This is an optimization exercise on Yosys and OpenROAD, whose aim is small area, not a production implementation. No functional check of the RTL was part of this run. Power is estimated from default activity; no workload was simulated.

### flow/run.sh
#!/bin/bash
# ORFS layout with an area-oriented ABC mapping, smaller port buffers and a
# leaner clock tree. Everything else is the standard flow (standard.sh).
set -euo pipefail
here=$(pwd)
# copy of the ORFS scripts with only the ABC script replaced
rm -rf "$here/orfs_scripts"
cp -r "$FLOW_HOME/scripts" "$here/orfs_scripts"
cp "$here/flow/abc.script" "$here/orfs_scripts/abc_speed.script"
export SCRIPTS_DIR="$here/orfs_scripts"
export BUFFER_PORTS_ARGS="-buffer_cell sky130_fd_sc_hd__buf_1"
export CTS_ARGS="-sink_clustering_enable -repair_clock_nets -dont_use_dummy_load -buf_list sky130_fd_sc_hd__clkbuf_8 -sink_clustering_size 16 -sink_clustering_max_diameter 80"
bash standard.sh > flow_make.log 2>&1
### flow/abc.script
strash
dch
map -D 3000
strash
dch
map -D 3000
topo
stime -c
buffer -c
upsize -c
dnsize -c
### standard.sh
#!/bin/bash
# synth_recipe.tcl (not shown) runs the flow's synth.tcl, then flattens the netlist and writes it again
# the make line also repeats each setting of config.mk as NAME=value (left out here)
make -C /OpenROAD-flow-scripts/flow DESIGN_CONFIG=/design/flow/config.mk WORK_HOME=/design/flow/orfs CLKGATE_MAP_FILE= SYNTH_SCRIPT=/design/flow/synth_recipe.tcl "${@:-finish}"
### config.mk
export PLATFORM = sky130hd
export DESIGN_NAME = check_receive_window
export DESIGN_NICKNAME = check_receive_window
export VERILOG_FILES = /design/flow/design.v
export SDC_FILE = /design/flow/constraint.sdc
export NUM_CORES = 4
export LEC_CHECK = 0
export CAP_MARGIN = 20
export CORE_MARGIN = 2
export CORE_UTILIZATION = 40
export SLEW_MARGIN = 20
### constraint.sdc
create_clock -name core_clock -period 5.0 [get_ports {clk}]
set_input_delay 1.0000 -clock core_clock [delete_from_list [all_inputs] [get_ports {clk}]]
set_output_delay 1.0000 -clock core_clock [all_outputs]
set_load 0.01 [all_outputs]
### design.v
`timescale 1ns / 1ps
module check_receive_window (
	input clk,
	input rst_n,
	input [63:0] in_tt_data,
	input [7:0] in_tt_ctrl,
	input in_tt_wr,
	input in_buffer_rdy,
	input in_table_wr,
	input [15:0] in_port_number,
	input [15:0] in_buffer_number,
	input [63:0] in_window_start,
	input [63:0] in_window_end,
	input [63:0] in_global_time,
	input [15:0] in_flow_id,
	input in_tt_flag,
	input [15:0] in_tt_length,
	output reg out_tt_flag_clear,
	output [63:0] out_buffer_data,
	output [7:0] out_buffer_ctrl,
	output out_buffer_wr,
	output out_tt_rdy,
	output [3:0] out_switch_port,
	output [3:0] out_switch_buffer,
	output reg out_table_rdy
);
	localparam CHECK_TIME = 2'd0, WAIT_DATA = 2'd1, DROP_DATA = 2'd2, CHECK_ID = 2'd3;
	reg entry_active;           
	reg armed;                  
	reg [3:0] port_onehot;
	reg [3:0] buffer_number;
	reg [63:0] window_start;
	reg [63:0] window_end;
	reg [15:0] flow_id;
	reg [15:0] tt_length;
	reg [1:0] state2;
	reg [1:0] count;            
	reg header_ok;
	reg [63:0] word_a;          
	reg [63:0] word_b;          
	wire carry4 = window_end[3] | (window_end[2] & window_end[1]);
	wire [63:0] end_plus;
	assign end_plus[0] = window_end[0];
	assign end_plus[1] = ~window_end[1];
	assign end_plus[2] = window_end[2] ^ window_end[1];
	assign end_plus[3] = ~(window_end[3] ^ (window_end[2] & window_end[1]));
	wire [10:0] bp;
	assign bp[0] = carry4;
	assign bp[1] = bp[0] & (&window_end[9:4]);
	assign end_plus[4] = window_end[4] ^ bp[0];
	assign end_plus[5] = window_end[5] ^ (bp[0] & (&window_end[4:4]));
	assign end_plus[6] = window_end[6] ^ (bp[0] & (&window_end[5:4]));
	assign end_plus[7] = window_end[7] ^ (bp[0] & (&window_end[6:4]));
	assign end_plus[8] = window_end[8] ^ (bp[0] & (&window_end[7:4]));
	assign end_plus[9] = window_end[9] ^ (bp[0] & (&window_end[8:4]));
	assign bp[2] = bp[1] & (&window_end[15:10]);
	assign end_plus[10] = window_end[10] ^ bp[1];
	assign end_plus[11] = window_end[11] ^ (bp[1] & (&window_end[10:10]));
	assign end_plus[12] = window_end[12] ^ (bp[1] & (&window_end[11:10]));
	assign end_plus[13] = window_end[13] ^ (bp[1] & (&window_end[12:10]));
	assign end_plus[14] = window_end[14] ^ (bp[1] & (&window_end[13:10]));
	assign end_plus[15] = window_end[15] ^ (bp[1] & (&window_end[14:10]));
	assign bp[3] = bp[2] & (&window_end[21:16]);
	assign end_plus[16] = window_end[16] ^ bp[2];
	assign end_plus[17] = window_end[17] ^ (bp[2] & (&window_end[16:16]));
	assign end_plus[18] = window_end[18] ^ (bp[2] & (&window_end[17:16]));
	assign end_plus[19] = window_end[19] ^ (bp[2] & (&window_end[18:16]));
	assign end_plus[20] = window_end[20] ^ (bp[2] & (&window_end[19:16]));
	assign end_plus[21] = window_end[21] ^ (bp[2] & (&window_end[20:16]));
	assign bp[4] = bp[3] & (&window_end[27:22]);
	assign end_plus[22] = window_end[22] ^ bp[3];
	assign end_plus[23] = window_end[23] ^ (bp[3] & (&window_end[22:22]));
	assign end_plus[24] = window_end[24] ^ (bp[3] & (&window_end[23:22]));
	assign end_plus[25] = window_end[25] ^ (bp[3] & (&window_end[24:22]));
	assign end_plus[26] = window_end[26] ^ (bp[3] & (&window_end[25:22]));
	assign end_plus[27] = window_end[27] ^ (bp[3] & (&window_end[26:22]));
	assign bp[5] = bp[4] & (&window_end[33:28]);
	assign end_plus[28] = window_end[28] ^ bp[4];
	assign end_plus[29] = window_end[29] ^ (bp[4] & (&window_end[28:28]));
	assign end_plus[30] = window_end[30] ^ (bp[4] & (&window_end[29:28]));
	assign end_plus[31] = window_end[31] ^ (bp[4] & (&window_end[30:28]));
	assign end_plus[32] = window_end[32] ^ (bp[4] & (&window_end[31:28]));
	assign end_plus[33] = window_end[33] ^ (bp[4] & (&window_end[32:28]));
	assign bp[6] = bp[5] & (&window_end[39:34]);
	assign end_plus[34] = window_end[34] ^ bp[5];
	assign end_plus[35] = window_end[35] ^ (bp[5] & (&window_end[34:34]));
	assign end_plus[36] = window_end[36] ^ (bp[5] & (&window_end[35:34]));
	assign end_plus[37] = window_end[37] ^ (bp[5] & (&window_end[36:34]));
	assign end_plus[38] = window_end[38] ^ (bp[5] & (&window_end[37:34]));
	assign end_plus[39] = window_end[39] ^ (bp[5] & (&window_end[38:34]));
	assign bp[7] = bp[6] & (&window_end[45:40]);
	assign end_plus[40] = window_end[40] ^ bp[6];
	assign end_plus[41] = window_end[41] ^ (bp[6] & (&window_end[40:40]));
	assign end_plus[42] = window_end[42] ^ (bp[6] & (&window_end[41:40]));
	assign end_plus[43] = window_end[43] ^ (bp[6] & (&window_end[42:40]));
	assign end_plus[44] = window_end[44] ^ (bp[6] & (&window_end[43:40]));
	assign end_plus[45] = window_end[45] ^ (bp[6] & (&window_end[44:40]));
	assign bp[8] = bp[7] & (&window_end[51:46]);
	assign end_plus[46] = window_end[46] ^ bp[7];
	assign end_plus[47] = window_end[47] ^ (bp[7] & (&window_end[46:46]));
	assign end_plus[48] = window_end[48] ^ (bp[7] & (&window_end[47:46]));
	assign end_plus[49] = window_end[49] ^ (bp[7] & (&window_end[48:46]));
	assign end_plus[50] = window_end[50] ^ (bp[7] & (&window_end[49:46]));
	assign end_plus[51] = window_end[51] ^ (bp[7] & (&window_end[50:46]));
	assign bp[9] = bp[8] & (&window_end[57:52]);
	assign end_plus[52] = window_end[52] ^ bp[8];
	assign end_plus[53] = window_end[53] ^ (bp[8] & (&window_end[52:52]));
	assign end_plus[54] = window_end[54] ^ (bp[8] & (&window_end[53:52]));
	assign end_plus[55] = window_end[55] ^ (bp[8] & (&window_end[54:52]));
	assign end_plus[56] = window_end[56] ^ (bp[8] & (&window_end[55:52]));
	assign end_plus[57] = window_end[57] ^ (bp[8] & (&window_end[56:52]));
	assign bp[10] = bp[9] & (&window_end[63:58]);
	assign end_plus[58] = window_end[58] ^ bp[9];
	assign end_plus[59] = window_end[59] ^ (bp[9] & (&window_end[58:58]));
	assign end_plus[60] = window_end[60] ^ (bp[9] & (&window_end[59:58]));
	assign end_plus[61] = window_end[61] ^ (bp[9] & (&window_end[60:58]));
	assign end_plus[62] = window_end[62] ^ (bp[9] & (&window_end[61:58]));
	assign end_plus[63] = window_end[63] ^ (bp[9] & (&window_end[62:58]));
	wire expired, start_ok, end_ok;
	ge64 ge_exp (.a(in_global_time), .b(end_plus), .y(expired));
	ge64 ge_start (.a(word_a), .b(window_start), .y(start_ok));
	ge64 ge_end (.a(window_end), .b(word_a), .y(end_ok));
	wire time_ok = start_ok && end_ok;
	wire id_ok = word_b[63:32] == {flow_id, tt_length};
	wire ctrl_end = in_tt_ctrl == 8'h01;
	wire in_check = state2 == CHECK_TIME;
	wire in_wait = state2 == WAIT_DATA;
	wire take0 = in_check && armed && count == 2'd0 && in_tt_wr;
	wire take1 = in_check && count == 2'd1 && in_tt_wr;
	wire fwd_hdr = in_wait && (count == 2'd1 || count == 2'd2);
	wire pass = in_wait && count == 2'd3;
	always @(posedge clk or negedge rst_n) begin
		if (!rst_n) begin
			entry_active <= 1'b0;
			armed <= 1'b0;
			out_table_rdy <= 1'b0;
			out_tt_flag_clear <= 1'b0;
		end else begin
			out_table_rdy <= !entry_active && !in_table_wr;
			out_tt_flag_clear <= entry_active && expired && in_tt_flag && header_ok;
			if (!entry_active) begin
				if (in_table_wr) begin
					entry_active <= 1'b1;
					armed <= 1'b1;
				end
			end else if (expired && (!in_tt_flag || header_ok)) begin
				entry_active <= 1'b0;
			end
		end
	end
	always @(posedge clk) begin
		if (!entry_active && in_table_wr) begin
			port_onehot <= {in_port_number == 16'd4, in_port_number == 16'd3,
			                in_port_number == 16'd2, in_port_number == 16'd1};
			buffer_number <= in_buffer_number[3:0];
			window_start <= in_window_start;
			window_end <= in_window_end;
			flow_id <= in_flow_id;
			tt_length <= in_tt_length;
		end
	end
	always @(posedge clk or negedge rst_n) begin
		if (!rst_n) begin
			state2 <= CHECK_TIME;
			count <= 2'd0;
			header_ok <= 1'b0;
		end else begin
			case (state2)
			CHECK_TIME: begin
				if (count == 2'd2) begin
					count <= 2'd0;
					if (time_ok) begin
						header_ok <= 1'b1;
						state2 <= CHECK_ID;
					end else begin
						state2 <= DROP_DATA;
					end
				end else if (take0 || take1) begin
					count <= count + 2'd1;
					header_ok <= 1'b0;
				end
			end
			CHECK_ID: state2 <= id_ok ? WAIT_DATA : DROP_DATA;
			DROP_DATA: if (ctrl_end) state2 <= CHECK_TIME;
			WAIT_DATA: begin
				if (count >= 2'd2 && ctrl_end) begin
					state2 <= CHECK_TIME;
					count <= 2'd0;
				end else if (count != 2'd3) begin
					count <= count + 2'd1;
				end
			end
			endcase
		end
	end
	always @(posedge clk) begin
		if (take0 || take1) word_b <= in_tt_data;
		if (take1 || (in_wait && count == 2'd1)) word_a <= word_b;
	end
	assign out_tt_rdy = (in_check && count == 2'd0) || state2 == DROP_DATA || (pass && in_buffer_rdy);
	assign out_buffer_wr = fwd_hdr || (pass && in_tt_wr);
	assign out_buffer_data = fwd_hdr ? word_a : in_tt_data;
	assign out_buffer_ctrl = fwd_hdr ? 8'd0 : in_tt_ctrl;
	assign out_switch_port = port_onehot;
	assign out_switch_buffer = buffer_number;
endmodule
module ge64 (
	input [63:0] a,
	input [63:0] b,
	output y
);
	wire [63:0] g0 = a & ~b;
	wire [63:0] t0 = a | ~b;
	wire [31:0] g1, t1;
	wire [15:0] g2, t2;
	wire [7:0] g3, t3;
	wire [3:0] g4, t4;
	wire [1:0] g5, t5;
	genvar i;
	generate
		for (i = 0; i < 32; i = i + 1) begin : l1
			assign g1[i] = g0[2*i+1] | (t0[2*i+1] & g0[2*i]);
			assign t1[i] = t0[2*i+1] & t0[2*i];
		end
		for (i = 0; i < 16; i = i + 1) begin : l2
			assign g2[i] = g1[2*i+1] | (t1[2*i+1] & g1[2*i]);
			assign t2[i] = t1[2*i+1] & t1[2*i];
		end
		for (i = 0; i < 8; i = i + 1) begin : l3
			assign g3[i] = g2[2*i+1] | (t2[2*i+1] & g2[2*i]);
			assign t3[i] = t2[2*i+1] & t2[2*i];
		end
		for (i = 0; i < 4; i = i + 1) begin : l4
			assign g4[i] = g3[2*i+1] | (t3[2*i+1] & g3[2*i]);
			assign t4[i] = t3[2*i+1] & t3[2*i];
		end
		for (i = 0; i < 2; i = i + 1) begin : l5
			assign g5[i] = g4[2*i+1] | (t4[2*i+1] & g4[2*i]);
			assign t5[i] = t4[2*i+1] & t4[2*i];
		end
	endgenerate
	assign y = g5[1] | (t5[1] & (g5[0] | t5[0]));
endmodule
==> results.txt <==
[cell usage after synthesis, types with 2 or more instances]
master	count	area, µm²
nor4_1	11	68.8
a2111oi_0	4	35.0
dfrtp_1	9	225
a221oi_1	10	87.6
a211oi_1	4	30.0
nor3_1	23	115
or2_2	7	43.8
o31ai_1	6	45.0
nor2_1	132	495
nand3_1	23	115
nand4_1	13	81.3
o2111ai_1	8	70.1
nand4_2	2	25.0
o221ai_1	14	123
a21boi_0	2	15.0
nor3_2	2	20.0
inv_2	3	11.3
nand2_2	6	37.5
edfxtp_1	296	8890
inv_1	246	923
xnor2_1	20	175
nor2_4	5	56.3
o22ai_1	42	263
xor2_1	8	70.1
o21ai_0	119	596
a22oi_1	41	308
a22o_1	4	35.0
nand3_2	3	30.0
and2_1	2	12.5
a21oi_1	65	325
nor4_4	2	42.5
clkbuf_1	14	52.6
nand2_1	192	721
ha_1	22	275
o22a_1	6	52.6
nor2_2	6	37.5
o211ai_1	10	75.1
a31oi_1	7	43.8
a32oi_1	2	17.5
[area by class of cell]
class | instances | area, µm² | share of cell area
sequential | 305 | 9110 | 0.520
clock buffer | 25 | 344 | 0.0196
inverter | 249 | 935 | 0.0534
multi-input combinational | 845 | 4860 | 0.277
tap | 468 | 586 | 0.0334
timing repair buffer | 420 | 1670 | 0.0951
antenna | 5 | 12.5 | 0.000714
[worst reg2reg max path: cells and delay by family, from the launching register on]
family,cells,cell delay [ns]
flip-flops,1,0.44
adder cells (fa/ha/maj),2,0.36
buffers and inverters,5,0.59
AND/OR/NAND/NOR,18,2.09
AO/OA/AOI/OAI,5,1.12
[power groups by stage]
stage | sequential (mW) | clock (mW) | combinational [mW]
floorplan | 3.86 | 0 | 1.48
global placement | 3.91 | 0 | 2.29
detailed placement | 3.93 | 0 | 2.33
CTS | 3.87 | 1.29 | 2.34
global route | 3.93 | 1.36 | 2.61
finish | 3.87 | 1.23 | 2.34
[cells by family after synthesis]
logic type	share of synthesized area
AOI/OAI and AO/OA	0.152
xor gates and xnor gates	0.0165
adders and majority gates	0.0192
buffers and inverters	0.0664
DFF	0.613
and+or+nand+nor	0.133
[per-stage QoR]
stage | setup slack [ns] | cells
after floorplan | 0.307 | 1413
after global placement | 0.299 | 2282
after detailed placement | 0.250 | 2282
after CTS | 0.261 | 2307
after global routing | -0.00731 | 2316
final | 0.374 | 2317
[worst paths after layout]
path	endpoint	cells after the start	from	slack [ns]
worst max-delay path	out_tt_flag_clear	30	window_end[1]	0.37
worst min-delay path	armed	1	rst_n	0.36
worst max register to register	out_tt_flag_clear	30	window_end[1]	0.37
worst min register to register	word_a[29]	0	word_b[29]	0.40
max in group asynchronous	count[0]	1	rst_n	4.25
min in group core_clock	word_a[29]	0	word_b[29]	0.40
[layer usage]
layer / routed length, µm / global-route usage / vias to the layer above
li1: - / - / 5869
met1: 18200 / 0.284 / 5644
met2: 20900 / 0.369 / 453
met3: 2870 / 0.0368 / 58
met4: 1050 / 0.0571 / 2
met5: 15 / 0 / -
[cell usage in the layout (no fill, tap or decap), drive strengths merged, types with 7 or more instances in the layout]
| master | instances |
|---|---|
| a21oi | 65 |
| a221oi | 10 |
| a22oi | 42 |
| a31oi | 7 |
| buf | 420 |
| clkbuf | 25 |
| dfrtp | 9 |
| edfxtp | 296 |
| ha | 22 |
| inv | 249 |
| nand2 | 199 |
| nand3 | 26 |
| nand4 | 15 |
| nor2 | 143 |
| nor3 | 26 |
| nor4 | 13 |
| o2111ai | 8 |
| o211ai | 10 |
| o21ai | 120 |
| o221ai | 14 |
| o22ai | 42 |
| or2 | 8 |
| xnor2 | 20 |
| xor2 | 8 |
[timing repair]
item,4_1_cts,5_1_grt
setup endpoints to repair,0,2
setup buffers,0,4
resized for setup,0,12
hold buffers,0,0
endpoints found under the hold margin,0,0
[state kept, by name (all words and copies together) (netlist names)]
register	flops
tt_length	16
word_a	64
window_end	64
header_ok	1
window_start	64
armed	1
port_onehot	4
entry_active	1
state2	2
buffer_number	4
count	2
out_tt_flag_clear	1
out_table_rdy	1
word_b	64
flow_id	16
==> results.ini <==
[final_layout]
layout-drive-gt1-share = 0.0515
finalNetCount = 2202
fillers = 3492
area_growth_pct = 17.8
stdcell_area_um2 = 17500
utilization = 0.478

[global_routing]
grt_pass1_vias = 11600
grt_pass1_wl_um = 63300
antenna_found_initial = 6
grt_overflow = 0
grt_usage = 0.215
grt_max_degree = 105

[worst_setup_path]
required_ns = 5.54
slowest_delay_ns = 0.44
start_kind = register
crit_type = reg2reg
path_max_fanout = 6
crit_family = simple AND/OR/NAND/NOR gates
critPathSlowestCell = edfxtp_1
path_buf_inv = 5
critPathMostFrequentCell = nor2_4
cp.arrival_ns = 5.16
end_kind = register

[place]
portBuffers = 405
placed_cell_area_um2 = 17000
place.gp.congestion = 0.852
hpwlAfterDp_um = 33700

[yosys]
netlist_instances = 1413
yosys_warnings = 1
synth_nets = 1769
yosysSeqAreaShare = 0.613
synth.distinct_cells = 61
async_flop_share = 0.0295
synth-edff-count = 296
yosys_register_bits = 305
syn_area_um2 = 14900
postSynthAreaPerCell_um2 = 10.5
synthFlopType = edfxtp_1

[sta]
hold_ws_ns = 0.365
fin_setup_tns_ns = 0
hold_viol = 0
min_period_over_period = 0.925
worst_pin_slew_ns = 0.870
slew_violations = 0
relSlewSlack = 0.405
clock_skew_ns = 0.0461
finalSetupViolations = 0
timing.fmax_ghz = 0.216
fin_crit_ns = 4.63

[power]
p_sw_frac = 0.365
p_leak_nw = 6.68
p_sw_mw = 2.71
total_power_mw = 7.44
p_int_mw = 4.73
pwr-share-comb = 0.314
p_seq_frac = 0.520
pwr-share-clk = 0.166
power_density_nw_per_um2 = 425
peakVddDrop_v = 0.000264

[detailed_routing]
drc = 0
drtAntennaViolNets = 0
vias = 12000
firstDrtPassIters = 6
drt-total-wl_um = 43000
wire_per_inst_um = 18.6
drt_iter0_drc = 892
viasPerCell = 5.19

[clock_network]
cts_buffers = 25
clk_latency_ns = 0.60
cts_max_level = 1
cts-root-buf = clkbuf_8
cts_buffer_depth = 3
clkSlewWorstSetupHoldPaths_ns = 0.11
tritoncts = built
clock_sinks = 305

[floorplanning]
placementRows = 70
coreArea_um2 = 36600
dieArea_um2 = 38700
die_h_um = 197
die_w_um = 197
initial_core_util = 0.406
ios = 418

[job]
drv_cap = 0

[min_path]
hold_class = in2async

[status]
status = timing/DRC/antenna clean

separate check: timing with driven ports:
In the flow no input, the clock included, has a driving cell. The finished layout below was timed again as built, in two steps.
Step 1 assumes that a clkbuf_16 drives the clock port and a buf_2 every other input.
Step 2, shift: input delay + t, output delay - t, t = (earliest + latest rising clock arrival at the registers) / 2. This alone moves slack from input paths to output paths.
Three values: no drivers, after step 1, after step 2; two values: the first two.
shift t [ns]: 0.622
setup slack, ns: 0.374 / 0.374 / 0.374
worst setup path at the end: register to register
After both steps this run still meets setup and hold. For this run, drivers alone change the setup slack by 0.000 ns; drivers and shift together by 0.000 ns.
